This design comes from an exercise in tuning for small area on the open sky130 flow, not from production work. Function was checked by simulation only, so behaviour that the tests miss may differ from the original. Power and IR drop assume default switching activity.

[flow/config.mk]
export PLATFORM = sky130hd
export DESIGN_NAME = pipeline
export DESIGN_NICKNAME = pipeline
export VERILOG_FILES = /design/flow/design.v
export SDC_FILE = /design/flow/constraint.sdc
export NUM_CORES = 4
export LEC_CHECK = 0
export CAP_MARGIN = 10
export CORE_MARGIN = 2
export CORE_UTILIZATION = 45
export PLACE_DENSITY = 0.6
export SLEW_MARGIN = 10
export SYNTH_HIERARCHICAL = 1
[flow/standard.sh]
#!/bin/bash
# synth_recipe.tcl (not shown) runs the flow's synth.tcl, then flattens the netlist and writes it again
# the make line also repeats each setting of config.mk as NAME=value (left out here)
make -C /OpenROAD-flow-scripts/flow DESIGN_CONFIG=/design/flow/config.mk WORK_HOME=/design/flow/orfs CLKGATE_MAP_FILE= SYNTH_SCRIPT=/design/flow/synth_recipe.tcl "${@:-finish}"
[flow/design.v]
module pipeline(
    clock,
    reset,
    imem_addr,
    imem_rdata,
    dmem_addr,
    dmem_wdata,
    dmem_we,
    dmem_re,
    dmem_rdata,
    program_done
);
    input wire clock;
    input wire reset;
    output wire[31:0] imem_addr;
    input wire[31:0]  imem_rdata;
    output wire[31:0] dmem_addr;
    output wire[31:0] dmem_wdata;
    output wire       dmem_we;
    output wire       dmem_re;
    input wire[31:0]  dmem_rdata;
    output reg program_done;
    reg [31:0] fa;           
    reg        first;        
    reg        insn_valid;   
    reg [31:0] si;           
    reg        zap;          
    reg        stall;
    reg        sp;           
    reg        c_we, c_rtype, c_itype, c_jtype, c_memwe, c_memrd, c_link;
    reg [4:0]  rd_d;
    reg [31:0] regs [0:31];
    reg [31:0] rs_q, rt_q;
    reg [31:0] out;
    reg        taken;
    reg        jr_x;
    reg [31:0] rtd_x;
    reg        x_we, x_memwe, x_memrd, x_link;
    reg [4:0]  rd_x;
    reg [31:0] wb_data;
    reg        wb_we;
    reg [4:0]  wb_rd;
    assign imem_addr  = fa;
    assign dmem_addr  = out;
    assign dmem_wdata = rtd_x;
    assign dmem_we    = x_memwe;
    assign dmem_re    = x_memrd;
    wire [31:0] insn = stall ? si : imem_rdata;
    wire [5:0]  op = insn[31:26];
    wire [4:0]  rs = insn[25:21];
    wire [4:0]  rt = insn[20:16];
    wire [4:0]  rd = insn[15:11];
    wire [5:0]  fn = insn[5:0];
    wire rs_wb = wb_we && rs == wb_rd;
    wire rt_wb = wb_we && rt == wb_rd;
    wire [31:0] a = rs_wb ? wb_data : rs_q;
    wire [31:0] b = rt_wb ? wb_data : rt_q;
    wire hz_rs = (c_we && !stall && rs == rd_d) || (x_we && rs == rd_x) || rs_wb;
    wire hz_rt = (c_we && !stall && rt == rd_d) || (x_we && rt == rd_x) || rt_wb;
    wire op_r     = op == 6'b000000;
    wire op_addiu = op == 6'b001001;
    wire op_slti  = op == 6'b001010;
    wire op_lw    = op == 6'b100011;
    wire op_sw    = op == 6'b101011;
    wire op_lui   = op == 6'b001111;
    wire op_ori   = op == 6'b001101;
    wire op_j     = op == 6'b000010;
    wire op_jal   = op == 6'b000011;
    wire op_beq   = op == 6'b000100;
    wire op_bne   = op == 6'b000101;
    wire op_bgtz  = op == 6'b000111;
    wire op_blez  = op == 6'b000110;
    wire op_rimm  = op == 6'b000001;
    wire dv = insn_valid && insn != 32'h0000_0000;
    wire d_itype = op_addiu | op_slti | op_lw | op_sw | op_lui | op_ori;
    wire d_jtype = op_j | op_jal | op_beq | op_bne | op_bgtz | op_blez | op_rimm;
    wire d_we = (op_r & fn != 6'b001000) | op_addiu | op_slti | op_lw | op_lui | op_ori | op_jal;
    wire stall_next = ((op_r | op_beq | op_bne | op_sw) & (hz_rs | hz_rt)) |
                      ((op_addiu | op_slti | op_lui | op_ori) & hz_rt) |
                      ((op_lw | op_bgtz | op_blez | op_rimm) & hz_rs);
    wire kill_d = taken | stall_next;
    wire [4:0] rd_next = (dv & d_itype) ? rt : (dv & op_jal) ? 5'd31 : rd;
    always @(posedge clock) begin
        si    <= insn;
        sp    <= stall;
        rd_d  <= rd_next;
        if (reset) begin
            zap <= 1'b1;
            stall <= 1'b0;
            c_we <= 1'b0;
            c_rtype <= 1'b0;
            c_itype <= 1'b0;
            c_jtype <= 1'b0;
            c_memwe <= 1'b0;
            c_memrd <= 1'b0;
            c_link <= 1'b0;
        end else begin
            zap <= kill_d;
            stall <= stall_next;
            c_we <= dv & d_we & ~kill_d;
            c_rtype <= dv & op_r;
            c_itype <= dv & d_itype;
            c_jtype <= dv & d_jtype;
            c_memwe <= dv & op_sw;
            c_memrd <= dv & op_lw;
            c_link <= dv & (op_ori | op_jal);
        end
    end
    function [31:0] init_val;
        input [4:0] r;
        init_val = (r == 5'd29) ? 32'h8002_2000 : {27'b0, r};
    endfunction
    genvar gi;
    generate
        for (gi = 0; gi < 32; gi = gi + 1) begin : rf
            wire [31:0] wd = reset ? init_val(gi) : wb_data;
            always @(posedge clock) begin
                if (reset || (wb_we && wb_rd == gi))
                    regs[gi] <= wd;
            end
        end
    endgenerate
    wire [31:0] dec_rs = 32'b1 << rs;
    wire [31:0] dec_rt = 32'b1 << rt;
    wire [31:0] rd_rs, rd_rt;
    genvar bk, rk;
    generate
        for (bk = 0; bk < 32; bk = bk + 1) begin : rdm
            wire [31:0] col;
            for (rk = 0; rk < 32; rk = rk + 1) begin : c
                assign col[rk] = regs[rk][bk];
            end
            wire [10:0] ts_n, tt_n;
            for (rk = 0; rk < 10; rk = rk + 1) begin : g
                rf_aoi3 ms (.s0(dec_rs[3*rk]), .d0(col[3*rk]), .s1(dec_rs[3*rk+1]), .d1(col[3*rk+1]),
                            .s2(dec_rs[3*rk+2]), .d2(col[3*rk+2]), .q_n(ts_n[rk]));
                rf_aoi3 mt (.s0(dec_rt[3*rk]), .d0(col[3*rk]), .s1(dec_rt[3*rk+1]), .d1(col[3*rk+1]),
                            .s2(dec_rt[3*rk+2]), .d2(col[3*rk+2]), .q_n(tt_n[rk]));
            end
            assign ts_n[10] = ~((dec_rs[30] & col[30]) | (dec_rs[31] & col[31]));
            assign tt_n[10] = ~((dec_rt[30] & col[30]) | (dec_rt[31] & col[31]));
            assign rd_rs[bk] = ~&ts_n;
            assign rd_rt[bk] = ~&tt_n;
        end
    endgenerate
    always @(posedge clock) begin
        rs_q <= rd_rs;
        rt_q <= rd_rt;
    end
    wire kill_x = taken | zap;               
    wire [5:0]  xop = kill_x ? 6'b0 : si[31:26];
    wire [5:0]  xfn = kill_x ? 6'b0 : si[5:0];
    wire [4:0]  xsa = kill_x ? 5'b0 : si[10:6];
    wire [4:0]  xrt = si[20:16];
    wire [15:0] imm = si[15:0];
    wire x_addiu = xop == 6'b001001;
    wire x_slti  = xop == 6'b001010;
    wire x_lwsw  = xop == 6'b100011 || xop == 6'b101011;
    wire x_lui   = xop == 6'b001111;
    wire x_ori   = xop == 6'b001101;
    wire x_j     = xop == 6'b000010 || xop == 6'b000011;
    wire x_jal   = xop == 6'b000011;
    wire x_beq   = xop == 6'b000100;
    wire x_bne   = xop == 6'b000101;
    wire x_bgtz  = xop == 6'b000111;
    wire x_blez  = xop == 6'b000110;
    wire x_bgez  = xop == 6'b000001 && xrt == 5'b00001;
    wire f_add  = xfn == 6'b100000 || xfn == 6'b100001;
    wire f_sub  = xfn == 6'b100010 || xfn == 6'b100011;
    wire f_slt  = xfn == 6'b101010;
    wire f_sltu = xfn == 6'b101011;
    wire f_sll  = xfn == 6'b000000;
    wire f_srl  = xfn == 6'b000010 || xfn == 6'b000011;
    wire f_and  = xfn == 6'b100100;
    wire f_or   = xfn == 6'b100101;
    wire f_xor  = xfn == 6'b100110;
    wire f_nor  = xfn == 6'b100111;
    wire f_jr   = xfn == 6'b001000;
    wire [31:0] simm = {{16{imm[15]}}, imm};
    wire use_pc = c_jtype | x_jal;
    wire [16:0] boff = {imm[15], imm} - {16'b0, ~sp};
    wire sub = c_rtype ? (f_sub | f_slt | f_sltu) : (c_itype & x_slti);
    reg [31:0] yop;
    always @(*) begin
        if (c_rtype)
            yop = b;
        else if (c_itype)
            yop = x_lwsw ? {16'b0, imm} : simm;
        else if (x_jal)
            yop = sp ? 32'd8 : 32'd4;
        else
            yop = {{13{boff[16]}}, boff, 2'b00};
    end
    wire [31:0] xop_a = use_pc ? fa : a;
    wire [32:0] sum = add33(xop_a, sub ? ~yop : yop, sub);
    wire lt_s = (a[31] ^ yop[31]) ? a[31] : sum[31];
    wire lt_u = ~sum[32];
    function [32:0] add33;
        input [31:0] x;
        input [31:0] y;
        input        ci;
        reg [31:0] p, g, pp, gg;
        reg [32:0] c;
        integer i, l;
        begin
            p = x ^ y;
            g = x & y;
            gg = g;
            pp = p;
            gg[0] = g[0] | (p[0] & ci);
            for (l = 0; l < 5; l = l + 1)
                for (i = (2 << l) - 1; i < 32; i = i + (2 << l)) begin
                    gg[i] = gg[i] | (pp[i] & gg[i - (1 << l)]);
                    pp[i] = pp[i] & pp[i - (1 << l)];
                end
            for (l = 3; l >= 0; l = l - 1)
                for (i = (3 << l) - 1; i < 32; i = i + (2 << l)) begin
                    gg[i] = gg[i] | (pp[i] & gg[i - (1 << l)]);
                    pp[i] = pp[i] & pp[i - (1 << l)];
                end
            c[0] = ci;
            for (i = 0; i < 32; i = i + 1)
                c[i + 1] = gg[i];
            add33 = {c[32], p ^ c[31:0]};
        end
    endfunction
    function [31:0] rev32;
        input [31:0] v;
        integer k;
        for (k = 0; k < 32; k = k + 1) rev32[k] = v[31-k];
    endfunction
    wire [31:0] sh_r;
    shift_right SHIFTER (.left (f_sll), .sa (xsa), .d (b), .q (sh_r));
    wire [31:0] axb = a ^ b;
    wire a_eq_b = axb == 32'h0;
    wire a_zero = a == 32'h0;
    wire [5:0]  jtop = fa[31:26] + {5'b0, sp & (&fa[25:2])};
    wire [31:0] jtarget = {jtop, 26'b0} | {si[25:0], 2'b00};
    wire br_go  = (x_beq & a_eq_b) | (x_bne & ~a_eq_b) | (x_bgtz & ~a_zero) | x_bgez;
    wire s_sum  = (c_rtype & (f_add | f_sub)) | (c_itype & (x_addiu | x_lwsw)) |
                  (c_jtype & (br_go | (x_blez & a_zero)));
    wire s_lts  = (c_rtype & f_slt) | (c_itype & x_slti);
    wire s_ltu  = c_rtype & f_sltu;
    wire s_sll  = c_rtype & f_sll;
    wire s_srl  = c_rtype & f_srl;
    wire s_and  = c_rtype & f_and;
    wire s_or   = c_rtype & f_or;
    wire s_xor  = c_rtype & f_xor;
    wire s_nor  = c_rtype & f_nor;
    wire s_a    = c_rtype & f_jr;
    wire s_lui  = c_itype & x_lui;
    wire s_ori  = c_itype & x_ori;
    wire s_jt   = c_jtype & x_j;
    wire s_zero = ~c_rtype & ~c_itype & ~c_jtype;
    wire s_hold = ~(s_sum | s_lts | s_ltu | s_sll | s_srl | s_and | s_or | s_xor | s_nor |
                    s_a | s_lui | s_ori | s_jt | s_zero);
    wire [31:0] a_or_b = a | b;
    wire [31:0] out_next =
        ({32{s_sum}} & sum[31:0]) |
        {31'b0, (s_lts & lt_s) | (s_ltu & lt_u)} |
        ({32{s_sll}} & rev32(sh_r)) |
        ({32{s_srl}} & sh_r) |
        ({32{s_and}} & (a & b)) |
        ({32{s_or}}  & a_or_b) |
        ({32{s_xor}} & axb) |
        ({32{s_nor}} & ~a_or_b) |
        ({32{s_a}}   & a) |
        ({32{s_lui}} & {imm, 16'b0}) |
        ({32{s_ori}} & (a | {16'b0, imm})) |
        ({32{s_jt}}  & jtarget) |
        ({32{s_hold}} & out);
    wire taken_next = (c_rtype & f_jr) | (c_jtype & (x_j | br_go));
    always @(posedge clock) begin
        out <= out_next;
        rtd_x <= x_jal ? sum[31:0] : b;
        rd_x <= rd_d;
        if (reset) begin
            taken <= 1'b0;
            jr_x <= 1'b0;
            x_we <= 1'b0;
            x_memwe <= 1'b0;
            x_memrd <= 1'b0;
            x_link <= 1'b0;
        end else begin
            taken <= taken_next;
            jr_x <= f_jr;
            x_we <= c_we & ~kill_x;
            x_memwe <= c_memwe & ~kill_x;
            x_memrd <= c_memrd & ~kill_x;
            x_link <= c_link & ~kill_x;
        end
    end
    always @(posedge clock) begin
        wb_data <= x_memrd ? dmem_rdata : (x_link ? rtd_x : out);
        wb_rd <= rd_x;
        if (reset)
            wb_we <= 1'b0;
        else
            wb_we <= x_we;
    end
    always @(posedge clock) begin
        first <= reset;
        if (reset) begin
            fa <= 32'h0;
            insn_valid <= 1'b0;
            program_done <= 1'b0;
        end else begin
            if (!stall)
                fa <= taken ? out : first ? 32'h8002_0000 : fa + 32'd4;
            insn_valid <= fa >= 32'h8002_0000;
            if (jr_x && out == 32'd31)
                program_done <= 1'b1;
        end
    end
endmodule
module rf_aoi3 (
    input  wire s0, d0, s1, d1, s2, d2,
    output wire q_n
);
    assign q_n = ~((s0 & d0) | (s1 & d1) | (s2 & d2));
endmodule
module shift_right (
    input  wire        left,
    input  wire [4:0]  sa,
    input  wire [31:0] d,
    output wire [31:0] q
);
    wire [31:0] din;
    wire [3:0] sd0 = 4'b1 << sa[1:0];
    wire [3:0] sd1 = 4'b1 << sa[3:2];
    wire [31:0] sh_1, sh_2;
    genvar k;
    generate
        for (k = 0; k < 32; k = k + 1) begin : st
            assign din[k] = left ? d[31 - k] : d[k];
            if (k + 3 < 32) begin : f1
                wire t_n;
                rf_aoi3 u0 (.s0(sd0[0]), .d0(din[k]), .s1(sd0[1]), .d1(din[k + 1]),
                            .s2(sd0[2]), .d2(din[k + 2]), .q_n(t_n));
                assign sh_1[k] = ~(t_n & ~(sd0[3] & din[k + 3]));
            end else if (k + 2 < 32) begin : p1a
                assign sh_1[k] = (sd0[0] & din[k]) | (sd0[1] & din[k + 1]) | (sd0[2] & din[k + 2]);
            end else if (k + 1 < 32) begin : p1b
                assign sh_1[k] = (sd0[0] & din[k]) | (sd0[1] & din[k + 1]);
            end else begin : p1c
                assign sh_1[k] = sd0[0] & din[k];
            end
            if (k + 12 < 32) begin : f2
                wire t_n;
                rf_aoi3 u0 (.s0(sd1[0]), .d0(sh_1[k]), .s1(sd1[1]), .d1(sh_1[k + 4]),
                            .s2(sd1[2]), .d2(sh_1[k + 8]), .q_n(t_n));
                assign sh_2[k] = ~(t_n & ~(sd1[3] & sh_1[k + 12]));
            end else if (k + 8 < 32) begin : p2a
                assign sh_2[k] = (sd1[0] & sh_1[k]) | (sd1[1] & sh_1[k + 4]) | (sd1[2] & sh_1[k + 8]);
            end else if (k + 4 < 32) begin : p2b
                assign sh_2[k] = (sd1[0] & sh_1[k]) | (sd1[1] & sh_1[k + 4]);
            end else begin : p2c
                assign sh_2[k] = sd1[0] & sh_1[k];
            end
        end
    endgenerate
    assign q = sa[4] ? {16'b0, sh_2[31:16]} : sh_2;
endmodule
[flow/flow/run.sh]
#!/bin/bash
# Own layout flow: the standard synthesis and layout (standard.sh), with
# clock tree synthesis told not to add dummy loads and to cluster sinks in
# larger groups, and the port buffers made with buf_1. Each call's full
# output goes to its own log file in the work folder; ORFS keeps its
# per-step logs under orfs/logs.
set -euo pipefail
bash standard.sh synth > log_1_synth.txt 2>&1
bash standard.sh \
  "CTS_ARGS=-sink_clustering_enable -repair_clock_nets -dont_use_dummy_load -buf_list sky130_fd_sc_hd__clkbuf_8 -sink_clustering_size 16 -sink_clustering_max_diameter 50" \
  "BUFFER_PORTS_ARGS=-buffer_cell sky130_fd_sc_hd__buf_1" \
  finish > log_2_layout.txt 2>&1
[flow/constraint.sdc]
create_clock -name core_clock -period 10.0 [get_ports {clock}]
set_input_delay 2.0000 -clock core_clock [delete_from_list [all_inputs] [get_ports {clock}]]
set_output_delay 2.0000 -clock core_clock [all_outputs]
set_load 0.01 [all_outputs]
==> impl_metrics.env, run 1 <==
export IMPL_cp_max_fo=18
export IMPL_clock_latency_ns=0.94
export IMPL_cts_hold_buf=0
export IMPL_synth_top_area_cell="edfxtp_1"
export IMPL_hold_ws_ns=0.332
export IMPL_finalCoreUtilization=0.498
export IMPL_peakVddDrop_uv=131
export IMPL_synthFlopType="edfxtp_1"
export IMPL_post_drt_wl_per_cell_um=39.8
export IMPL_finalWirelength_mm=259
export IMPL_tns_ns=0
export IMPL_cts_resized_gates=0
export IMPL_grt_max_degree=70
export IMPL_startpoint="imem_rdata[16]"
export IMPL_synth_area_um2=58500
export IMPL_met3WireLength_mm=32.9
export IMPL_met1_length_mm=86.4
export IMPL_seq_area_um2=35900
export IMPL_grt_pass1_vias=44600
export IMPL_slew_viol_final=0
export IMPL_worstHoldStart="rd_x[2]"
export IMPL_synth_nets=4639
export IMPL_dp_cells=6357
export IMPL_status="finished clean"
export IMPL_via_count=48400
export IMPL_cts_setup_buffers=0
export IMPL_gp_congestion=1.07
export IMPL_required_ns=10.74
export IMPL_end_kind="flop"
export IMPL_instances_no_fill=6504
export IMPL_hpwl_mm=164
export IMPL_synthArstFlopShare=0
export IMPL_core_um2=129000
export IMPL_die_width_um=365
export IMPL_skew_ns=0.124
export IMPL_tightest_slew_ns=1.46
export IMPL_die_area_um2=133000
export IMPL_final_min_clock_period_ns=7.84
export IMPL_io_buffers=164
export IMPL_num_rows=132
export IMPL_clock_root_buffer="clkbuf_8"
export IMPL_fill_cells=11400
export IMPL_cts_buffers_inserted=132
export IMPL_wl_met2_mm=116
export IMPL_placedInstanceArea_um2=62500
export IMPL_arrival_ns=8.58
export IMPL_areaGrowthSynthToFinish_pct=10.1
export IMPL_yosysMostFrequentCell="edfxtp_1"
export IMPL_yosysWarnings=8
export IMPL_track_usage=0.378
export IMPL_multiInputGateArea_um2=22000
export IMPL_remaining_drc_errors=0
export IMPL_p_per_area_nw_per_um2=163
export IMPL_drive_above_1_share=0.121
export IMPL_nets=4932
export IMPL_chipHeight_um=365
export IMPL_first_pass_iters=13
export IMPL_dr_max_layer_used="met5"
export IMPL_synth_seq_area_share=0.614
export IMPL_synth_edf_count=1024
export IMPL_synth_seq_cells=1283
export IMPL_netlist_area_leader_share=0.526
export IMPL_setup_viol=0
export IMPL_rr_startpoint="taken"
export IMPL_start_kind="input port"
export IMPL_max_freq_ghz=0.128
export IMPL_htreeDepth=4
export IMPL_cts_sinks=1283
export IMPL_rsz0062_at_grt="no"
export IMPL_critical_path_class="input port to flop"
export IMPL_post_route_period_util=0.784
export IMPL_clkTransAtPathRegs_ns=0.09
export IMPL_ant_nets=0
export IMPL_hold_viol_final=0
export IMPL_synth_distinct_cells=87
export IMPL_overflow=0
export IMPL_finalInstanceArea_um2=64400
export IMPL_grt_pass1_wl_mm=352
export IMPL_cts_tree="yes"
export IMPL_ios=165
export IMPL_synth_avg_cell_area_um2=13.1
export IMPL_antenna_found_initial=26
export IMPL_drtIter0Drc=11400
export IMPL_initial_core_util=0.452
export IMPL_synth_area_leaders="edfxtp_1 53%, a222oi_1 12%, dfxtp_1 8.9%"
export IMPL_max_slew_margin_rel=0.0271
export IMPL_cellLeakagePower_nw=22.7
export IMPL_holdCritPathClass="flop to flop"
export IMPL_cap_violations=0
export IMPL_synth_cells=4457
export IMPL_clockBufferDepth=3
export IMPL_via_per_inst=7.44
export IMPL_netlist_top_cells_count="1024 x edfxtp_1, 721 x a222oi_1, 347 x nand2_1, 263 x nor2_1, 259 x dfxtp_1"
-- final cells by class --
cell class	count	area share
tap	1742	0.0339
timing repair buffer	334	0.0295
inverter	145	0.00846
antenna	14	0.000544
sequential	1283	0.558
multi-input combinational	2854	0.341
clock buffer	132	0.0282
-- metrics by stage --
step | setup WS (ns) | total power (W)
floorplan | 2.72 | 0.00692
global placement | 1.57 | 0.00759
detailed placement | 1.36 | 0.00759
CTS | 2.28 | 0.0104
global route | 1.72 | 0.0107
finish | 2.16 | 0.0105
-- path summary, 6_finish.rpt --
path                                  to  slack (ns)  depth (start not counted)
worst max register to register    out[0]        2.30                         22
worst max-delay path              out[0]        2.16                         22
worst min register to register  wb_rd[2]        0.33                          0
worst min-delay path            wb_rd[2]        0.33                          0
-- logic make-up after synthesis --
group	synth area share
compound gates	0.192
flops	0.614
simple gates	0.0954
buf+inv	0.0224
mux	0.0335
fa+ha+maj	0.0270
xor+xnor	0.0153
-- per-module statistics from Yosys (local to each module, per instance) --
module       cells  flops+latches
pipeline      3558           1283
rf_aoi3          1              0
shift_right    210              0
-- per-layer routing --
layer | up-vias | GRT usage
met4 | 16 | 0.288
met2 | 4077 | 0.588
met3 | 844 | 0.0980
met5 | - | 0
met1 | 23900 | 0.452
li1 | 19500 | -
-- state kept, by name, summed over array words and instances (netlist names), 5 cells and up --
signal and cells:
rs_q 32, wb_rd 5, fa 32, out 32, si 32, regs 1024, rt_q 32, rd_d 5
wb_data 32, rd_x 5, rtd_x 32
-- cells in the final DEF (no fill, tap or decap), drive strengths merged, types with 100 or more instances in the layout --
cell | Yosys | routed
edfxtp | 1024 | 1024
a222oi | 721 | 721
nand2 | 349 | 349
buf | 41 | 332
nor2 | 264 | 264
dfxtp | 259 | 259
a21oi | 204 | 204
nand4 | 172 | 172
inv | 145 | 145
clkbuf | 134 | 134
mux2i | 110 | 110
ha | 100 | 100
-- critical path, stage by stage --
cell	delay (ns)
buf_1	0.11
mux2i_2	0.43
xnor2_1	0.18
nor4_4	0.39
nand2_2	0.49
mux2i_2	0.47
mux2i_1	0.14
xor2_1	0.19
fa_1	0.49
a211oi_1	0.31
or3_1	0.20
nand3_1	0.19
a31o_2	0.32
a211oi_1	0.44
a21oi_1	0.26
a21boi_0	0.32
o21ai_0	0.18
fa_1	0.45
xnor2_1	0.32
maj3_1	0.23
o21ai_0	0.07
or3_1	0.37
-- where the power goes --
part	leakage [nW]	switching [W]	internal, W	total [W]
Combinational	9.03	0.000967	0.000395	0.00136
Clock	0.949	0.00174	0.00117	0.00291
Sequential	12.7	0.000225	0.00597	0.00619
Total	22.7	0.00293	0.00754	0.0105
==> inputs of run 2 (changes only) <==
--- a/flow/flow/run.sh
+++ b/flow/flow/run.sh
@@ -7,6 +7,6 @@
 set -euo pipefail
 bash standard.sh synth > log_1_synth.txt 2>&1
 bash standard.sh \
-  "CTS_ARGS=-sink_clustering_enable -repair_clock_nets -dont_use_dummy_load -buf_list sky130_fd_sc_hd__clkbuf_8 -sink_clustering_size 16 -sink_clustering_max_diameter 50" \
+  "CTS_ARGS=-sink_clustering_enable -repair_clock_nets -dont_use_dummy_load -buf_list sky130_fd_sc_hd__clkbuf_4 -sink_clustering_size 8 -sink_clustering_max_diameter 50" \
   "BUFFER_PORTS_ARGS=-buffer_cell sky130_fd_sc_hd__buf_1" \
   finish > log_2_layout.txt 2>&1
--- a/flow/config.mk
+++ b/flow/config.mk
@@ -7,7 +7,7 @@
 export LEC_CHECK = 0
 export CAP_MARGIN = 10
 export CORE_MARGIN = 2
-export CORE_UTILIZATION = 45
-export PLACE_DENSITY = 0.6
+export CORE_UTILIZATION = 55
+export PLACE_DENSITY = 0.65
 export SLEW_MARGIN = 10
 export SYNTH_HIERARCHICAL = 1
==> run 2 against run 1 <==
Clock power down 12%. Power down 3.2%. Final area is 1.5% lower. Critical path depth is 2 higher. Area after synthesis unchanged. Clock-buffer cell count is 54 higher. Worst hold slack improved by 0.068 ns. Critical path type is now flop to flop. Largest cell class unchanged. Highest routed layer unchanged.
==> impl_metrics.env, run 2 <==
export IMPL_tightest_slew_ns=1.37
export IMPL_busiest_layer="met2"
export IMPL_synth_cells=4457
export IMPL_cts_buffers_inserted=186
export IMPL_finalWirelength_mm=253
export IMPL_cts_resized_gates=0
export IMPL_yosysWarnings=8
export IMPL_top_register="regs"
export IMPL_gp_congestion=1.07
export IMPL_areaGrowthSynthToFinish_pct=8.47
export IMPL_die_area_um2=109000
export IMPL_crit_slowest_cell="dfxtp_4"
export IMPL_cap_violations=0
export IMPL_preCtsSetupSlack_ns=1.36
export IMPL_synth_nets=4639
export IMPL_crit_chain="buf_4 > mux2i_2 > inv_2 > nand3_1 > nand2_1 > nand2_2 > buf_4 > mux2_2 > inv_1 > a21oi_1 > ha_1 > nand4_1 > nor2_1 > a211o_1 > a31o_2 > a211oi_1 > a21oi_1 > a21boi_0 > o21ai_0 > fa_1 > xnor2_1 > maj3_1 > o21ai_0 > or3_1"
export IMPL_cellLeakagePower_nw=22.5
export IMPL_peakVddDrop_uv=124
export IMPL_remaining_drc_errors=0
export IMPL_end_kind="flop"
export IMPL_cp_max_fo=72
export IMPL_final_min_clock_period_ns=7.81
export IMPL_overflow=0
export IMPL_post_route_period_util=0.781
export IMPL_synth_seq_cells=1283
export IMPL_via_per_inst=7.89
export IMPL_slew_viol_final=0
export IMPL_synth_distinct_cells=87
export IMPL_netlist_top_cells_count="1024 x edfxtp_1, 721 x a222oi_1, 347 x nand2_1, 263 x nor2_1, 259 x dfxtp_1"
export IMPL_synth_edf_count=1024
export IMPL_nets=4978
export IMPL_p_clk_frac=0.253
export IMPL_worst_slack_ns=2.19
export IMPL_synth_top_family_by_area="compound AO/OA/AOI/OAI gates"
export IMPL_die_width_um=330
export IMPL_mostFrequentLayoutCells="1024 x edfxtp_1, 721 x a222oi_1, 347 x nand2_1, 255 x dfxtp_1, 202 x a21oi_1"
export IMPL_status="finished clean"
export IMPL_synth_avg_cell_area_um2=13.1
export IMPL_placedInstanceArea_um2=62000
export IMPL_synth_top_area_cell="edfxtp_1"
export IMPL_hold_viol_final=0
export IMPL_synth_area_um2=58500
export IMPL_via_count=49000
export IMPL_ant_nets=0
export IMPL_synthAdderAreaFrac=0.0270
export IMPL_synth_compound_area_frac=0.192
export IMPL_mostFrequentLayoutCell="edfxtp_1"
export IMPL_ios=165
export IMPL_num_rows=119
export IMPL_core_um2=105000
export IMPL_tns_ns=0
export IMPL_synth_seq_area_share=0.614
export IMPL_cts_hold_buf=0
export IMPL_max_slew_margin_rel=0.0824
export IMPL_internal_power_w=0.00721
export IMPL_clkTransAtPathRegs_ns=0.09
export IMPL_required_ns=11.00
export IMPL_synthFlopType="edfxtp_1"
export IMPL_post_drt_wl_per_cell_um=40.8
export IMPL_cts_sinks=1283
export IMPL_p_seq_frac=0.612
export IMPL_drive_above_1_share=0.128
export IMPL_synth_xor_area_frac=0.0153
export IMPL_synthSimpleGateAreaFrac=0.0954
export IMPL_groute_layer_met2_usage=0.700
export IMPL_grt_max_degree=73
export IMPL_start_kind="flop"
export IMPL_track_usage=0.454
export IMPL_netlist_area_leader_share=0.526
export IMPL_largest_reg_flops=1024
export IMPL_synth_area_leaders="edfxtp_1 53%, a222oi_1 12%, dfxtp_1 8.9%"
export IMPL_fill_cells=8546
export IMPL_first_pass_iters=28
export IMPL_p_sw_w=0.00293
export IMPL_combinationalPowerShare=0.135
export IMPL_hpwl_mm=160
export IMPL_clockBufferDepth=3
export IMPL_p_per_area_nw_per_um2=160
export IMPL_hold_ws_ns=0.401
export IMPL_io_buffers=164
export IMPL_grt_pass1_vias=45200
export IMPL_arrival_ns=8.80
export IMPL_drtIter0Drc=12000
export IMPL_synthArstFlopShare=0
export IMPL_chipHeight_um=330
export IMPL_gr_usage_met3=0.134
export IMPL_cts_tree="yes"
export IMPL_swShare=0.289
export IMPL_skew_ns=0.148
export IMPL_initial_core_util=0.555
export IMPL_yosysMostFrequentCell="edfxtp_1"
export IMPL_htreeDepth=4
export IMPL_holdCritPathClass="flop to flop"
export IMPL_grt_use_met1=0.532
export IMPL_slowest_delay_ns=0.82
export IMPL_antenna_found_initial=39
export IMPL_grt_pass1_wl_mm=345
export IMPL_synth_area_mux_share=0.0335
export IMPL_clock_latency_ns=1.17
export IMPL_rsz0062_at_grt="no"
export IMPL_max_freq_ghz=0.128
export IMPL_clock_root_buffer="clkbuf_4"
export IMPL_setup_viol=0
export IMPL_critical_path_class="flop to flop"
export IMPL_cts_setup_buffers=0
export IMPL_finalInstanceArea_um2=63400
run 2: cell count changes in the layout (fill, tap and decap cells not counted), moves of 5 or more:
cell / delta
nor2_2: +6
clkbuf_8: -133
a21o_2: -5
buf_4: -8
nor2_4: -6
diode_2: +9
clkbuf_4: +186
a21o_1: +5
run 2: per-module statistics from Yosys, one instance, submodules excluded:
module,copies in the design,area [um^2]
pipeline,1,50100
shift_right,1,1470
rf_aoi3,689,10.0
run 2: kinds of logic after synthesis:
| kind of cell | Yosys count |
|---|---|
| DFF | 1283 |
| buffers and inverters | 320 |
| muxes | 177 |
| adders and majority gates | 117 |
| xor gates and xnor gates | 102 |
| AOI/OAI and AO/OA | 1321 |
| and+or+nand+nor | 1137 |
run 2: power by group through the flow:
stage | clock (W) | sequential, W | combinational [W]
2_1_floorplan | 0 | 0.00618 | 0.000741
3_3_place_gp | 0 | 0.00629 | 0.00130
3_5_place_dp | 0 | 0.00630 | 0.00129
4_1_cts | 0.00256 | 0.00618 | 0.00130
5_1_grt | 0.00277 | 0.00621 | 0.00141
6_report | 0.00256 | 0.00621 | 0.00137
run 2: area by class of cell:
cell class,count,area (um^2),area share
antenna,23,57.6,0.000907
clock buffer,186,1400,0.0220
inverter,145,544,0.00858
multi-input combinational,2854,21900,0.345
sequential,1283,35900,0.567
tap,1391,1740,0.0274
timing repair buffer,326,1840,0.0290
run 2: critical path: cells and delay by family, from the launching register on:
family	cells	cell delay [ns]
compound gates	8	1.92
buf+inv	4	1.45
flops	1	0.82
xor+xnor	1	0.28
mux	2	0.94
fa+ha+maj	3	0.99
simple gates	6	1.28
run 2: layer usage:
metal,wire length (um),part of all wire
met4,25100,0.099
met5,119,0.00047
met1,80900,0.32
met3,34600,0.14
met2,113000,0.44
run 2: final timing paths:
path              cells past startpoint       end  slack, ns    start
setup / recovery                     24    out[0]       2.19    stall
hold / removal                        0  wb_rd[2]       0.40  rd_x[2]
setup reg to reg                     24    out[0]       2.19    stall
hold reg to reg                       0  wb_rd[2]       0.40  rd_x[2]
run 2: through the flow:
stage,cells,power [W],util
floorplan,4457,0.00692,-
finish,6208,0.0101,0.602
detailed placement,5997,0.00759,0.588
global route,6192,0.0104,0.601
global placement,5997,0.00759,0.588
CTS,6183,0.0100,0.601
==> inputs of run 3 (changes only) <==
==> flow/flow/run.sh (replaced) <==
#!/bin/bash
# Own layout flow: the standard synthesis and layout (standard.sh), with
# clock tree synthesis told not to add dummy loads and to cluster sinks in
# larger groups, the port buffers made with buf_1, and the resizer kept from
# buffers larger than buf_2 after synthesis (flow/dont_use.txt: the
# platform's don't-use list plus those). Each call's full output goes to its
# own log file in the work folder; ORFS keeps its per-step logs under
# orfs/logs.
set -euo pipefail
bash standard.sh synth > log_1_synth.txt 2>&1
bash standard.sh \
  "CTS_ARGS=-sink_clustering_enable -repair_clock_nets -dont_use_dummy_load -buf_list sky130_fd_sc_hd__clkbuf_4 -sink_clustering_size 8 -sink_clustering_max_diameter 50" \
  "BUFFER_PORTS_ARGS=-buffer_cell sky130_fd_sc_hd__buf_1" \
  "DONT_USE_CELLS=$(cat flow/dont_use.txt)" \
  finish > log_2_layout.txt 2>&1
==> flow/flow/dont_use.txt (new file) <==
sky130_fd_sc_hd__probe_p_8 sky130_fd_sc_hd__probec_p_8 sky130_fd_sc_hd__lpflow_bleeder_1 sky130_fd_sc_hd__lpflow_clkbufkapwr_1 sky130_fd_sc_hd__lpflow_clkbufkapwr_16 sky130_fd_sc_hd__lpflow_clkbufkapwr_2 sky130_fd_sc_hd__lpflow_clkbufkapwr_4 sky130_fd_sc_hd__lpflow_clkbufkapwr_8 sky130_fd_sc_hd__lpflow_clkinvkapwr_1 sky130_fd_sc_hd__lpflow_clkinvkapwr_16 sky130_fd_sc_hd__lpflow_clkinvkapwr_2 sky130_fd_sc_hd__lpflow_clkinvkapwr_4 sky130_fd_sc_hd__lpflow_clkinvkapwr_8 sky130_fd_sc_hd__lpflow_decapkapwr_12 sky130_fd_sc_hd__lpflow_decapkapwr_3 sky130_fd_sc_hd__lpflow_decapkapwr_4 sky130_fd_sc_hd__lpflow_decapkapwr_6 sky130_fd_sc_hd__lpflow_decapkapwr_8 sky130_fd_sc_hd__lpflow_inputiso0n_1 sky130_fd_sc_hd__lpflow_inputiso0p_1 sky130_fd_sc_hd__lpflow_inputiso1n_1 sky130_fd_sc_hd__lpflow_inputiso1p_1 sky130_fd_sc_hd__lpflow_inputisolatch_1 sky130_fd_sc_hd__lpflow_isobufsrc_1 sky130_fd_sc_hd__lpflow_isobufsrc_16 sky130_fd_sc_hd__lpflow_isobufsrc_2 sky130_fd_sc_hd__lpflow_isobufsrc_4 sky130_fd_sc_hd__lpflow_isobufsrc_8 sky130_fd_sc_hd__lpflow_isobufsrckapwr_16 sky130_fd_sc_hd__lpflow_lsbuf_lh_hl_isowell_tap_1 sky130_fd_sc_hd__lpflow_lsbuf_lh_hl_isowell_tap_2 sky130_fd_sc_hd__lpflow_lsbuf_lh_hl_isowell_tap_4 sky130_fd_sc_hd__lpflow_lsbuf_lh_isowell_4 sky130_fd_sc_hd__lpflow_lsbuf_lh_isowell_tap_1 sky130_fd_sc_hd__lpflow_lsbuf_lh_isowell_tap_2 sky130_fd_sc_hd__lpflow_lsbuf_lh_isowell_tap_4 sky130_fd_sc_hd__buf_4 sky130_fd_sc_hd__buf_6 sky130_fd_sc_hd__buf_8 sky130_fd_sc_hd__buf_12 sky130_fd_sc_hd__buf_16 sky130_fd_sc_hd__bufbuf_8 sky130_fd_sc_hd__bufbuf_16 sky130_fd_sc_hd__bufinv_8 sky130_fd_sc_hd__bufinv_16
==> run 3 against run 2 <==
Largest cell class unchanged. Clock skew decreased by 0.038 ns. Critical path type unchanged. Maximum frequency decreased by 3.1%. Still clean on timing, DRC and antenna. Combinational power about the same. First-iteration DRC count increased by 2.3%. Final area decreased by 0.75%. Area after synthesis unchanged.
==> impl_metrics.env, run 3 <==
export IMPL_status="finished clean"
export IMPL_drive_above_1_share=0.104
export IMPL_rsz0062_at_grt="no"
export IMPL_synthAdderAreaFrac=0.0270
export IMPL_synthArstFlopShare=0
export IMPL_crit_slowest_cell="dfxtp_4"
export IMPL_yosysWarnings=8
export IMPL_clock_latency_ns=1.12
export IMPL_clockBufferDepth=3
export IMPL_hold_viol_final=0
export IMPL_netlist_top_cells_count="1024 x edfxtp_1, 721 x a222oi_1, 347 x nand2_1, 263 x nor2_1, 259 x dfxtp_1"
export IMPL_post_drt_wl_per_cell_um=41.1
export IMPL_io_buffers=164
export IMPL_total_power_w=0.0101
export IMPL_synth_area_leaders="edfxtp_1 53%, a222oi_1 12%, dfxtp_1 8.9%"
export IMPL_synth_area_mux_share=0.0335
export IMPL_synth_area_um2=58500
export IMPL_synthSimpleGateAreaFrac=0.0954
export IMPL_p_per_area_nw_per_um2=161
export IMPL_largest_reg_flops=1024
export IMPL_synth_edf_count=1024
export IMPL_end_kind="flop"
export IMPL_holdCritPathClass="flop to flop"
export IMPL_initial_core_util=0.555
export IMPL_finalCoreUtilization=0.597
export IMPL_cts_sinks=1283
export IMPL_htreeDepth=4
export IMPL_grt_max_degree=65
export IMPL_via_count=49300
export IMPL_cts_tree="yes"
export IMPL_synth_avg_cell_area_um2=13.1
export IMPL_netlist_area_leader_share=0.526
export IMPL_fill_cells=8456
export IMPL_crit_family="compound AO/OA/AOI/OAI gates"
export IMPL_slew_viol_final=0
export IMPL_overflow=0
export IMPL_ios=165
export IMPL_finalInstanceArea_um2=63000
export IMPL_finalWirelength_mm=256
export IMPL_synth_seq_area_share=0.614
export IMPL_mostFrequentLayoutCell="edfxtp_1"
export IMPL_synth_distinct_cells=87
export IMPL_die_width_um=330
export IMPL_cts_hold_buf=0
export IMPL_multiInputGateArea_um2=21900
export IMPL_core_um2=105000
export IMPL_placedInstanceArea_um2=61500
export IMPL_antenna_found_initial=20
export IMPL_path_buf_inv=1
export IMPL_top_register="regs"
export IMPL_skew_ns=0.109
export IMPL_crit_chain="buf_2 > mux2i_2 > xnor2_1 > nor4_4 > nand2_2 > mux2i_1 > a21oi_1 > fa_1 > a211oi_1 > or3_1 > nand3_1 > a31o_2 > a211oi_1 > a21oi_1 > a21boi_0 > o21ai_0 > fa_1 > xnor2_1 > maj3_1 > o21ai_0 > or3_1"
export IMPL_max_freq_ghz=0.124
export IMPL_min_to="rd_x[2]"
export IMPL_synthFlopType="edfxtp_1"
export IMPL_whs_path_depth=0
export IMPL_cp_max_fo=31
export IMPL_r2r_cells=21
export IMPL_grt_pass1_wl_mm=351
export IMPL_synth_nets=4639
export IMPL_areaGrowthSynthToFinish_pct=7.66
export IMPL_synth_top_family_by_area="compound AO/OA/AOI/OAI gates"
export IMPL_hold_ws_ns=0.406
export IMPL_critical_path_class="flop to flop"
export IMPL_arrival_ns=9.03
export IMPL_rr_startpoint="stall"
export IMPL_start_kind="flop"
export IMPL_synth_seq_cells=1283
export IMPL_cts_buffers_inserted=185
export IMPL_worstHoldStart="rd_d[2]"
export IMPL_slowest_delay_ns=0.74
export IMPL_yosysMostFrequentCell="edfxtp_1"
export IMPL_final_min_clock_period_ns=8.05
export IMPL_num_rows=119
export IMPL_mostFrequentLayoutCells="1024 x edfxtp_1, 721 x a222oi_1, 347 x nand2_1, 292 x buf_1, 255 x dfxtp_1"
export IMPL_cts_resized_gates=0
export IMPL_setup_viol=0
export IMPL_synth_cells=4457
export IMPL_cts_setup_buffers=0
export IMPL_seq_area_um2=35900
export IMPL_track_usage=0.460
export IMPL_tightest_slew_ns=1.43
export IMPL_max_slew_margin_rel=0.0463
export IMPL_tns_ns=0
export IMPL_reg2reg_to="out[0]"
export IMPL_clock_root_buffer="clkbuf_4"
export IMPL_via_per_inst=7.92
export IMPL_die_area_um2=109000
export IMPL_synth_top_area_cell="edfxtp_1"
export IMPL_chipHeight_um=330
export IMPL_ant_nets=0
export IMPL_synth_compound_area_frac=0.192
export IMPL_hpwl_mm=174
export IMPL_remaining_drc_errors=0
export IMPL_clkTransAtPathRegs_ns=0.09
export IMPL_required_ns=10.97
export IMPL_drtIter0Drc=12300
export IMPL_post_route_period_util=0.805
export IMPL_nets=4995
export IMPL_cap_violations=0
export IMPL_r2r_setup_slack_ns=1.95
export IMPL_cellLeakagePower_nw=22.1
export IMPL_peakVddDrop_uv=118
export IMPL_grt_pass1_vias=45900
export IMPL_synth_xor_area_frac=0.0153
export IMPL_first_pass_iters=30
export IMPL_gp_congestion=1.12
run 3: report_power, final:
part	leakage, nW	switching (W)	internal, W
logic	8.55	0.000983	0.000382
registers	12.7	0.000237	0.00597
clock network	0.851	0.00173	0.000844
total	22.1	0.00295	0.00719
run 3: kinds of logic after synthesis:
family	Yosys count
and+or+nand+nor	1137
buffers and inverters	320
adders and majority gates	117
xor gates and xnor gates	102
DFF	1283
AOI/OAI and AO/OA	1321
muxes	177
run 3: worst register-to-register path: cells and delay by family (launching register included):
kind | cells | cell delay [ns]
simple gates | 5 | 1.89
mux | 2 | 1.03
buf+inv | 1 | 0.56
xor+xnor | 2 | 0.48
flops | 1 | 0.74
compound gates | 8 | 2.08
fa+ha+maj | 3 | 1.16
run 3: metrics by stage:
stage,std cells,setup WS (ns)
3_5_place_dp,6016,1.34
3_3_place_gp,6016,1.42
6_report,6227,1.95
4_1_cts,6201,2.14
5_1_grt,6210,1.67
2_1_floorplan,4457,2.72
run 3: Yosys stat by module, one instance, submodules excluded:
module	times used	area [um^2]
pipeline	1	50100
rf_aoi3	689	10.0
shift_right	1	1470
run 3: area by class of cell:
type,instances,share of cell area
diodes,25,0.000994
clock buffers,185,0.0221
well taps,1391,0.0276
multi-input cells,2854,0.348
flip-flops and latches,1283,0.571
repair buffers,344,0.0216
inverters,145,0.00864
run 3: worst max path at each step:
stage	start	to	slack (ns)	cells past startpoint
2_1_floorplan	imem_rdata[16]	out[0]	2.72	23
3_3_place_gp	imem_rdata[16]	out[0]	1.42	24
3_5_place_dp	imem_rdata[16]	out[0]	1.34	24
4_1_cts	stall	out[0]	2.14	21
5_1_grt	stall	out[0]	1.67	21
6_report	stall	out[0]	1.95	21
run 3: routing by layer:
layer	vias to the layer above	global-route usage	wire, um
li1	19800	-	-
met1	24000	0.540	82300
met2	4567	0.701	113000
met3	1010	0.143	35000
met4	10	0.373	25300
met5	-	0	69
==> inputs of run 4 (changes only) <==
==> flow/flow/run.sh (replaced) <==
#!/bin/bash
# Own layout flow: the standard synthesis (standard.sh synth), then
# the standard layout (standard.sh finish) with these changes:
#  - clock tree synthesis adds no dummy loads and builds the tree from
#    clkbuf_4 cells driving up to 8 flip-flops each;
#  - the port buffers are buf_1 cells;
#  - after synthesis the resizer may not use logic cells or buffers of
#    drive strength 4 or more (flow/dont_use.txt: the platform's don't-use
#    list plus those), so it buffers high fanout nets with small cells.
# Each call's full output goes to its own log file in the work folder;
# ORFS keeps its per-step logs under orfs/logs.
set -euo pipefail
bash standard.sh synth > log_1_synth.txt 2>&1
bash standard.sh \
  "CTS_ARGS=-sink_clustering_enable -repair_clock_nets -dont_use_dummy_load -buf_list sky130_fd_sc_hd__clkbuf_4 -sink_clustering_size 8 -sink_clustering_max_diameter 50" \
  "BUFFER_PORTS_ARGS=-buffer_cell sky130_fd_sc_hd__buf_1" \
  "DONT_USE_CELLS=$(cat flow/dont_use.txt)" \
  finish > log_2_layout.txt 2>&1
==> flow/flow/dont_use.txt (replaced) <==
sky130_fd_sc_hd__probe_p_8 sky130_fd_sc_hd__probec_p_8 sky130_fd_sc_hd__lpflow_bleeder_1 sky130_fd_sc_hd__lpflow_clkbufkapwr_1 sky130_fd_sc_hd__lpflow_clkbufkapwr_16 sky130_fd_sc_hd__lpflow_clkbufkapwr_2 sky130_fd_sc_hd__lpflow_clkbufkapwr_4 sky130_fd_sc_hd__lpflow_clkbufkapwr_8 sky130_fd_sc_hd__lpflow_clkinvkapwr_1 sky130_fd_sc_hd__lpflow_clkinvkapwr_16 sky130_fd_sc_hd__lpflow_clkinvkapwr_2 sky130_fd_sc_hd__lpflow_clkinvkapwr_4 sky130_fd_sc_hd__lpflow_clkinvkapwr_8 sky130_fd_sc_hd__lpflow_decapkapwr_12 sky130_fd_sc_hd__lpflow_decapkapwr_3 sky130_fd_sc_hd__lpflow_decapkapwr_4 sky130_fd_sc_hd__lpflow_decapkapwr_6 sky130_fd_sc_hd__lpflow_decapkapwr_8 sky130_fd_sc_hd__lpflow_inputiso0n_1 sky130_fd_sc_hd__lpflow_inputiso0p_1 sky130_fd_sc_hd__lpflow_inputiso1n_1 sky130_fd_sc_hd__lpflow_inputiso1p_1 sky130_fd_sc_hd__lpflow_inputisolatch_1 sky130_fd_sc_hd__lpflow_isobufsrc_1 sky130_fd_sc_hd__lpflow_isobufsrc_16 sky130_fd_sc_hd__lpflow_isobufsrc_2 sky130_fd_sc_hd__lpflow_isobufsrc_4 sky130_fd_sc_hd__lpflow_isobufsrc_8 sky130_fd_sc_hd__lpflow_isobufsrckapwr_16 sky130_fd_sc_hd__lpflow_lsbuf_lh_hl_isowell_tap_1 sky130_fd_sc_hd__lpflow_lsbuf_lh_hl_isowell_tap_2 sky130_fd_sc_hd__lpflow_lsbuf_lh_hl_isowell_tap_4 sky130_fd_sc_hd__lpflow_lsbuf_lh_isowell_4 sky130_fd_sc_hd__lpflow_lsbuf_lh_isowell_tap_1 sky130_fd_sc_hd__lpflow_lsbuf_lh_isowell_tap_2 sky130_fd_sc_hd__lpflow_lsbuf_lh_isowell_tap_4 sky130_fd_sc_hd__a2111o_4 sky130_fd_sc_hd__a2111oi_4 sky130_fd_sc_hd__a211o_4 sky130_fd_sc_hd__a211oi_4 sky130_fd_sc_hd__a21bo_4 sky130_fd_sc_hd__a21boi_4 sky130_fd_sc_hd__a21o_4 sky130_fd_sc_hd__a21oi_4 sky130_fd_sc_hd__a221o_4 sky130_fd_sc_hd__a221oi_4 sky130_fd_sc_hd__a22o_4 sky130_fd_sc_hd__a22oi_4 sky130_fd_sc_hd__a2bb2o_4 sky130_fd_sc_hd__a2bb2oi_4 sky130_fd_sc_hd__a311o_4 sky130_fd_sc_hd__a311oi_4 sky130_fd_sc_hd__a31o_4 sky130_fd_sc_hd__a31oi_4 sky130_fd_sc_hd__a32o_4 sky130_fd_sc_hd__a32oi_4 sky130_fd_sc_hd__a41o_4 sky130_fd_sc_hd__a41oi_4 sky130_fd_sc_hd__and2_4 sky130_fd_sc_hd__and2b_4 sky130_fd_sc_hd__and3_4 sky130_fd_sc_hd__and3b_4 sky130_fd_sc_hd__and4_4 sky130_fd_sc_hd__and4b_4 sky130_fd_sc_hd__and4bb_4 sky130_fd_sc_hd__buf_12 sky130_fd_sc_hd__buf_16 sky130_fd_sc_hd__buf_4 sky130_fd_sc_hd__buf_6 sky130_fd_sc_hd__buf_8 sky130_fd_sc_hd__bufbuf_16 sky130_fd_sc_hd__bufbuf_8 sky130_fd_sc_hd__bufinv_16 sky130_fd_sc_hd__bufinv_8 sky130_fd_sc_hd__fa_4 sky130_fd_sc_hd__ha_4 sky130_fd_sc_hd__inv_12 sky130_fd_sc_hd__inv_16 sky130_fd_sc_hd__inv_4 sky130_fd_sc_hd__inv_6 sky130_fd_sc_hd__inv_8 sky130_fd_sc_hd__maj3_4 sky130_fd_sc_hd__mux2_4 sky130_fd_sc_hd__mux2_8 sky130_fd_sc_hd__mux2i_4 sky130_fd_sc_hd__mux4_4 sky130_fd_sc_hd__nand2_4 sky130_fd_sc_hd__nand2_8 sky130_fd_sc_hd__nand2b_4 sky130_fd_sc_hd__nand3_4 sky130_fd_sc_hd__nand3b_4 sky130_fd_sc_hd__nand4_4 sky130_fd_sc_hd__nand4b_4 sky130_fd_sc_hd__nand4bb_4 sky130_fd_sc_hd__nor2_4 sky130_fd_sc_hd__nor2_8 sky130_fd_sc_hd__nor2b_4 sky130_fd_sc_hd__nor3_4 sky130_fd_sc_hd__nor3b_4 sky130_fd_sc_hd__nor4_4 sky130_fd_sc_hd__nor4b_4 sky130_fd_sc_hd__nor4bb_4 sky130_fd_sc_hd__o2111a_4 sky130_fd_sc_hd__o2111ai_4 sky130_fd_sc_hd__o211a_4 sky130_fd_sc_hd__o211ai_4 sky130_fd_sc_hd__o21a_4 sky130_fd_sc_hd__o21ai_4 sky130_fd_sc_hd__o21ba_4 sky130_fd_sc_hd__o21bai_4 sky130_fd_sc_hd__o221a_4 sky130_fd_sc_hd__o221ai_4 sky130_fd_sc_hd__o22a_4 sky130_fd_sc_hd__o22ai_4 sky130_fd_sc_hd__o2bb2a_4 sky130_fd_sc_hd__o2bb2ai_4 sky130_fd_sc_hd__o311a_4 sky130_fd_sc_hd__o311ai_4 sky130_fd_sc_hd__o31a_4 sky130_fd_sc_hd__o31ai_4 sky130_fd_sc_hd__o32a_4 sky130_fd_sc_hd__o32ai_4 sky130_fd_sc_hd__o41a_4 sky130_fd_sc_hd__o41ai_4 sky130_fd_sc_hd__or2_4 sky130_fd_sc_hd__or2b_4 sky130_fd_sc_hd__or3_4 sky130_fd_sc_hd__or3b_4 sky130_fd_sc_hd__or4_4 sky130_fd_sc_hd__or4b_4 sky130_fd_sc_hd__or4bb_4 sky130_fd_sc_hd__xnor2_4 sky130_fd_sc_hd__xnor3_4 sky130_fd_sc_hd__xor2_4 sky130_fd_sc_hd__xor3_4
--- a/flow/config.mk
+++ b/flow/config.mk
@@ -7,7 +7,7 @@
 export LEC_CHECK = 0
 export CAP_MARGIN = 10
 export CORE_MARGIN = 2
-export CORE_UTILIZATION = 55
-export PLACE_DENSITY = 0.65
+export CORE_UTILIZATION = 45
+export PLACE_DENSITY = 0.6
 export SLEW_MARGIN = 10
 export SYNTH_HIERARCHICAL = 1
==> run 4 against run 3 <==
Non-clock buffer count increased by 39. Clock power about the same. Sequential cell count unchanged. Worst hold slack got worse by 0.00075 ns. Maximum frequency increased by 4.5%. Clock skew increased by 0.021 ns. Critical path depth increased by 1. Core utilization decreased by 11 points. Power about the same. Routed wire length increased by 1.3%. Critical path type is now input port to flop. Largest power group unchanged.
==> impl_metrics.env, run 4 <==
export IMPL_peakVddDrop_uv=126
export IMPL_ant_nets=0
export IMPL_max_freq_ghz=0.130
export IMPL_status="finished clean"
export IMPL_post_drt_wl_per_cell_um=39.2
export IMPL_synth_cells=4457
export IMPL_fill_cells=11500
export IMPL_cap_violations=0
export IMPL_gp_congestion=1.03
export IMPL_clock_root_buffer="clkbuf_4"
export IMPL_mostFrequentLayoutCell="edfxtp_1"
export IMPL_synth_nets=4639
export IMPL_remaining_drc_errors=0
export IMPL_synth_distinct_cells=87
export IMPL_largest_reg_flops=1024
export IMPL_overflow=0
export IMPL_track_usage=0.381
export IMPL_netlist_area_leader_share=0.526
export IMPL_slew_viol_final=0
export IMPL_via_count=48600
export IMPL_setup_viol=0
export IMPL_tns_ns=0
export IMPL_end_kind="flop"
export IMPL_yosysWarnings=8
export IMPL_synth_area_leaders="edfxtp_1 53%, a222oi_1 12%, dfxtp_1 8.9%"
export IMPL_synth_seq_cells=1283
export IMPL_arrival_ns=8.76
export IMPL_mostFrequentLayoutCells="1024 x edfxtp_1, 721 x a222oi_1, 347 x nand2_1, 280 x buf_1, 255 x dfxtp_1"
export IMPL_critical_path_class="input port to flop"
export IMPL_synth_edf_count=1024
export IMPL_core_um2=129000
export IMPL_top_register="regs"
export IMPL_clockBufferDepth=3
export IMPL_areaGrowthSynthToFinish_pct=8.19
export IMPL_cts_sinks=1283
export IMPL_tightest_slew_ns=1.41
export IMPL_die_width_um=365
export IMPL_clkTransAtPathRegs_ns=0.09
export IMPL_io_buffers=164
export IMPL_dp_cells=6406
export IMPL_drtIter0Drc=10800
export IMPL_synthFlopType="edfxtp_1"
export IMPL_cts_tree="yes"
export IMPL_required_ns=11.06
export IMPL_via_per_inst=7.35
export IMPL_preCtsSetupSlack_ns=1.24
export IMPL_ios=165
export IMPL_grt_pass1_vias=45700
export IMPL_finalCoreUtilization=0.489
export IMPL_instances_no_fill=6613
export IMPL_p_per_area_nw_per_um2=160
export IMPL_synth_area_um2=58500
export IMPL_cellLeakagePower_nw=22.3
export IMPL_synth_avg_cell_area_um2=13.1
export IMPL_cts_setup_buffers=0
export IMPL_worst_slack_ns=2.30
export IMPL_drive_above_1_share=0.115
export IMPL_cts_resized_gates=0
export IMPL_nets=5035
export IMPL_antenna_found_initial=26
export IMPL_htreeDepth=4
export IMPL_finalWirelength_mm=259
export IMPL_cts_hold_buf=0
export IMPL_first_pass_iters=13
export IMPL_synthArstFlopShare=0
export IMPL_cts_buffers_inserted=186
export IMPL_holdCritPathClass="flop to flop"
export IMPL_hpwl_mm=179
export IMPL_netlist_top_cells_count="1024 x edfxtp_1, 721 x a222oi_1, 347 x nand2_1, 263 x nor2_1, 259 x dfxtp_1"
export IMPL_rsz0062_at_grt="no"
export IMPL_die_area_um2=133000
export IMPL_chipHeight_um=365
export IMPL_total_power_w=0.0102
export IMPL_grt_max_degree=52
export IMPL_num_rows=132
export IMPL_yosysMostFrequentCell="edfxtp_1"
export IMPL_synth_seq_area_share=0.614
export IMPL_final_min_clock_period_ns=7.70
export IMPL_post_route_period_util=0.770
export IMPL_cp_max_fo=15
export IMPL_clock_latency_ns=1.25
export IMPL_skew_ns=0.130
export IMPL_max_slew_margin_rel=0.0571
export IMPL_synth_top_area_cell="edfxtp_1"
export IMPL_start_kind="input port"
export IMPL_grt_pass1_wl_mm=355
export IMPL_hold_viol_final=0
export IMPL_initial_core_util=0.452
run 4: layout make-up:
type	count	area, um^2	share of cell area
well taps	1742	2180	0.0344
inverters	145	544	0.00860
diodes	20	50.0	0.000791
clock buffers	186	1400	0.0221
multi-input cells	2854	21600	0.341
flip-flops and latches	1283	35900	0.568
repair buffers	383	1580	0.0249
run 4: through the flow:
| step | area, um^2 | hold WS (ns) |
|---|---|---|
| 2_1_floorplan | 58500 | 0.351 |
| 6_report | 63300 | 0.405 |
| 5_1_grt | 63200 | 0.411 |
| 3_5_place_dp | 61800 | 0.386 |
| 3_3_place_gp | 61800 | 0.394 |
| 4_1_cts | 63200 | 0.402 |
run 4: worst max-delay path, stage by stage:
cell,delay (ns)
buf_1,0.16
mux2i_2,0.44
xnor2_1,0.17
nor4_4,0.40
nand2_2,0.45
mux2i_2,0.43
mux2i_1,0.14
xor2_1,0.18
fa_1,0.52
a211oi_1,0.47
or3_1,0.21
nand3_1,0.18
a31o_2,0.32
a211oi_1,0.47
a21oi_1,0.27
a21boi_0,0.28
o21ai_0,0.16
fa_1,0.45
xnor2_1,0.34
maj3_1,0.25
o21ai_0,0.07
or3_1,0.36
run 4: final timing paths:
kind | slack, ns | depth (start not counted) | startpoint | end
worst max-delay path | 2.30 | 22 | imem_rdata[19] | out[0]
worst min-delay path | 0.41 | 0 | rd_x[2] | wb_rd[2]
worst max register to register | 2.38 | 19 | c_rtype | out[0]
worst min register to register | 0.41 | 0 | rd_x[2] | wb_rd[2]
run 4: cells by family (layout without fill, tap and decap cells):
logic type	count (synthesis)	after routing	share of synthesized area
muxes	177	177	0.0335
and+or+nand+nor	1137	1137	0.0954
DFF	1283	1283	0.614
buffers and inverters	320	714	0.0224
other	0	20	0
AOI/OAI and AO/OA	1321	1321	0.192
adders and majority gates	117	117	0.0270
xor gates and xnor gates	102	102	0.0153
run 4: where the power goes:
part | leakage (nW) | switching, W | internal (W)
Clock | 0.856 | 0.00176 | 0.000848
Sequential | 12.7 | 0.000229 | 0.00597
Combinational | 8.76 | 0.000968 | 0.000381
run 4: metal layers:
metal / track usage / vias to the layer above / wire, um
met2: 0.596 / 3972 / 117000
met4: 0.301 / 14 / 23800
met5: 0 / - / 91
met1: 0.454 / 24000 / 87300
li1: - / 19800 / -
met3: 0.0889 / 798 / 31300
run 4: modules after synthesis, one instance, submodules excluded:
| module | flops+latches | copies in the design | cells inside | area [um^2] |
|---|---|---|---|---|
| pipeline | 1283 | 1 | 3558 | 50100 |
| rf_aoi3 | 0 | 689 | 1 | 10.0 |
| shift_right | 0 | 1 | 210 | 1470 |
==> inputs of run 5 (changes only) <==
--- a/flow/config.mk
+++ b/flow/config.mk
@@ -7,7 +7,7 @@
 export LEC_CHECK = 0
 export CAP_MARGIN = 10
 export CORE_MARGIN = 2
-export CORE_UTILIZATION = 45
-export PLACE_DENSITY = 0.6
+export CORE_UTILIZATION = 55
+export PLACE_DENSITY = 0.65
 export SLEW_MARGIN = 10
 export SYNTH_HIERARCHICAL = 1
==> run 5 against run 4 <==
Still clean. Critical path depth stayed put. Core utilization is 11 points higher. Clock skew is 0.0096 ns higher. Register-to-register slack better by 0.15 ns. Clock power is 3% lower. Maximum frequency is 1.0% lower. Routed wire length is 1.8% lower. Non-clock buffer count is 18 lower. Setup slack worse by 0.078 ns. Critical path type unchanged.
==> impl_metrics.env, run 5 <==
export IMPL_critical_path_class="input port to flop"
export IMPL_die_area_um2=109000
export IMPL_synth_seq_cells=1283
export IMPL_antenna_found_initial=25
export IMPL_synth_xor_area_frac=0.0153
export IMPL_gp_congestion=1.10
export IMPL_via_count=49300
export IMPL_cts_setup_buffers=0
export IMPL_crit_slowest_cell="nand2_2"
export IMPL_fill_cells=8554
export IMPL_end_kind="flop"
export IMPL_netlist_area_leader_share=0.526
export IMPL_clkTransAtPathRegs_ns=0.10
export IMPL_slew_viol_final=0
export IMPL_required_ns=10.92
export IMPL_rsz0062_at_grt="no"
export IMPL_max_slew_margin_rel=0.112
export IMPL_track_usage=0.457
export IMPL_status="finished clean"
export IMPL_clockBufferDepth=3
export IMPL_overflow=0
export IMPL_peakVddDrop_uv=105
export IMPL_remaining_drc_errors=0
export IMPL_start_kind="input port"
export IMPL_synth_nets=4639
export IMPL_finalInstanceArea_um2=62700
export IMPL_cts_resized_gates=0
export IMPL_yosysMostFrequentCell="edfxtp_1"
export IMPL_cap_violations=0
export IMPL_synth_area_leaders="edfxtp_1 53%, a222oi_1 12%, dfxtp_1 8.9%"
export IMPL_drtIter0Drc=12400
export IMPL_cts_tree="yes"
export IMPL_total_power_w=0.0101
export IMPL_hpwl_mm=170
export IMPL_synthFlopType="edfxtp_1"
export IMPL_cts_hold_buf=0
export IMPL_synth_compound_area_frac=0.192
export IMPL_netlist_top_cells_count="1024 x edfxtp_1, 721 x a222oi_1, 347 x nand2_1, 263 x nor2_1, 259 x dfxtp_1"
export IMPL_multiInputGateArea_um2=21600
export IMPL_synthAdderAreaFrac=0.0270
export IMPL_synth_area_um2=58500
export IMPL_slowest_delay_ns=0.56
export IMPL_drive_above_1_share=0.113
export IMPL_cellLeakagePower_nw=22.2
export IMPL_crit_chain="buf_1 > mux2i_2 > xnor2_1 > nor4_4 > nand2_2 > buf_2 > mux2i_1 > buf_1 > inv_1 > mux2i_1 > inv_1 > a222oi_1 > inv_1 > a31o_2 > a222oi_1 > a21boi_0 > a21oi_1 > a221o_1 > a2111oi_0 > buf_1 > o21ai_0 > or3_1"
export IMPL_nets=5014
export IMPL_synth_edf_count=1024
export IMPL_final_min_clock_period_ns=7.78
export IMPL_synth_seq_area_share=0.614
export IMPL_mostFrequentLayoutCells="1024 x edfxtp_1, 721 x a222oi_1, 347 x nand2_1, 264 x buf_1, 255 x dfxtp_1"
export IMPL_grt_pass1_vias=45100
export IMPL_setup_viol=0
export IMPL_hold_viol_final=0
export IMPL_max_freq_ghz=0.129
export IMPL_synth_avg_cell_area_um2=13.1
export IMPL_synth_distinct_cells=87
export IMPL_synth_area_mux_share=0.0335
export IMPL_synth_top_area_cell="edfxtp_1"
export IMPL_cts_sinks=1283
export IMPL_first_pass_iters=30
export IMPL_finalWirelength_mm=255
export IMPL_crit_family="compound AO/OA/AOI/OAI gates"
export IMPL_grt_max_degree=66
export IMPL_ios=165
export IMPL_synthSimpleGateAreaFrac=0.0954
export IMPL_arrival_ns=8.70
export IMPL_synth_cells=4457
export IMPL_tightest_slew_ns=1.33
export IMPL_synthArstFlopShare=0
export IMPL_cts_buffers_inserted=183
export IMPL_core_um2=105000
export IMPL_via_per_inst=7.90
export IMPL_synth_top_family_by_area="compound AO/OA/AOI/OAI gates"
export IMPL_die_width_um=330
export IMPL_grt_pass1_wl_mm=347
export IMPL_htreeDepth=4
export IMPL_chipHeight_um=330
export IMPL_skew_ns=0.140
export IMPL_io_buffers=164
export IMPL_ant_nets=0
export IMPL_post_route_period_util=0.778
export IMPL_holdCritPathClass="flop to flop"
export IMPL_largest_reg_flops=1024
export IMPL_post_drt_wl_per_cell_um=40.8
export IMPL_path_buf_inv=7
export IMPL_placedInstanceArea_um2=61300
export IMPL_seq_area_um2=35900
export IMPL_hold_ws_ns=0.363
export IMPL_clock_latency_ns=1.18
export IMPL_num_rows=119
export IMPL_initial_core_util=0.555
export IMPL_tns_ns=0
export IMPL_clock_root_buffer="clkbuf_4"
export IMPL_cp_max_fo=22
export IMPL_areaGrowthSynthToFinish_pct=7.28
export IMPL_top_register="regs"
export IMPL_mostFrequentLayoutCell="edfxtp_1"
export IMPL_p_per_area_nw_per_um2=161
export IMPL_yosysWarnings=8
## run 5: cell counts after synthesis
No cell type changed its count.
## run 5: modules after synthesis (local to each module, per instance)
module       times used  flip-flops and latches  cell area [um^2]  cells inside
rf_aoi3             689                       0              10.0             1
shift_right           1                       0              1470           210
pipeline              1                    1283             50100          3558
## run 5: logic make-up after synthesis
kind of cell | count (synthesis)
simple gates | 1137
xor+xnor | 102
mux | 177
flops | 1283
buf+inv | 320
fa+ha+maj | 117
compound gates | 1321
## run 5: power by group
group | switching (W) | total [W] | internal, W | leakage (nW)
Clock | 0.00170 | 0.00254 | 0.000835 | 0.842
Combinational | 0.000961 | 0.00134 | 0.000378 | 8.74
Sequential | 0.000242 | 0.00621 | 0.00597 | 12.7
Total | 0.00291 | 0.0101 | 0.00718 | 22.2
## run 5: layout make-up
cell class                 count  area share
clock buffer                 183      0.0219
multi-input combinational   2854       0.344
sequential                  1283       0.573
antenna                       26     0.00104
tap                         1391      0.0277
timing repair buffer         365      0.0241
inverter                     145     0.00868
## run 5: worst reg2reg max path: stages (launching register included)
cell and delay [ns]:
dfxtp_4 0.63, mux2i_2 0.59, xnor2_1 0.19, nor4_4 0.39, nand2_2 0.56, buf_2 0.50, mux2i_1 0.19, buf_1 0.29
inv_1 0.18, mux2i_1 0.53, inv_1 0.17, a222oi_1 0.35, inv_1 0.07, a31o_2 0.25, a222oi_1 0.20, a21boi_0 0.41
a21oi_1 0.28, a221o_1 0.40, a2111oi_0 0.39, buf_1 0.25, o21ai_0 0.12, or3_1 0.37
## run 5: worst paths after layout
| path | startpoint | cells after the start | to | slack (ns) |
|---|---|---|---|---|
| max | imem_rdata[16] | 22 | out[0] | 2.22 |
| min reg2reg | rd_d[0] | 0 | rd_x[0] | 0.36 |
| max reg2reg | stall | 21 | out[0] | 2.53 |
| min | rd_d[0] | 0 | rd_x[0] | 0.36 |
## run 5: metal layers
layer	share of wire	vias to the layer above	global-route usage
met4	0.097	14	0.366
met2	0.44	4623	0.695
met1	0.32	23900	0.544
met3	0.14	1015	0.134
met5	0.00038	-	0
li1	-	19800	-
## run 5: metrics by stage
stage	std cells	setup slack (ns)	util
3_5_place_dp	6036	1.29	0.581
2_1_floorplan	4457	2.72	-
3_3_place_gp	6036	1.39	0.581
5_1_grt	6226	1.74	0.595
4_1_cts	6219	2.35	0.594
6_report	6247	2.22	0.595

-- afterwards: timing with drivers on the ports --
How much do the figures lean on ideal ports? The routed layouts below were timed once more, with nothing changed but the port constraints. Step 1, drivers: a clkbuf_16 drives clock and a buf_2 each remaining input, both assumed. Step 2, shift: input delay + t, output delay - t, t = (earliest + latest rising clock arrival at the registers) / 2. This alone moves slack from input paths to output paths. a / b / c = ideal ports / drivers / drivers and shift; a / b = the first two.
run	t (ns)	slack for setup (ns)	hold WS [ns]
run 1	0.945	2.162 / 2.169 / 1.224	0.332 / 0.332 / 0.332
run 2	1.183	2.195 / 2.195 / 1.228	0.401 / 0.401 / 0.401
run 3	1.159	1.948 / 1.948 / 1.061	0.406 / 0.406 / 0.406
run 4	1.248	2.297 / 2.343 / 1.095	0.405 / 0.405 / 0.405
run 5	1.179	2.219 / 2.264 / 1.085	0.363 / 0.363 / 0.363
After both steps setup and hold are still met in every run listed. The setup slack of run 4, which loses most, moves by +0.046 ns with the drivers and by -1.202 ns with both steps.
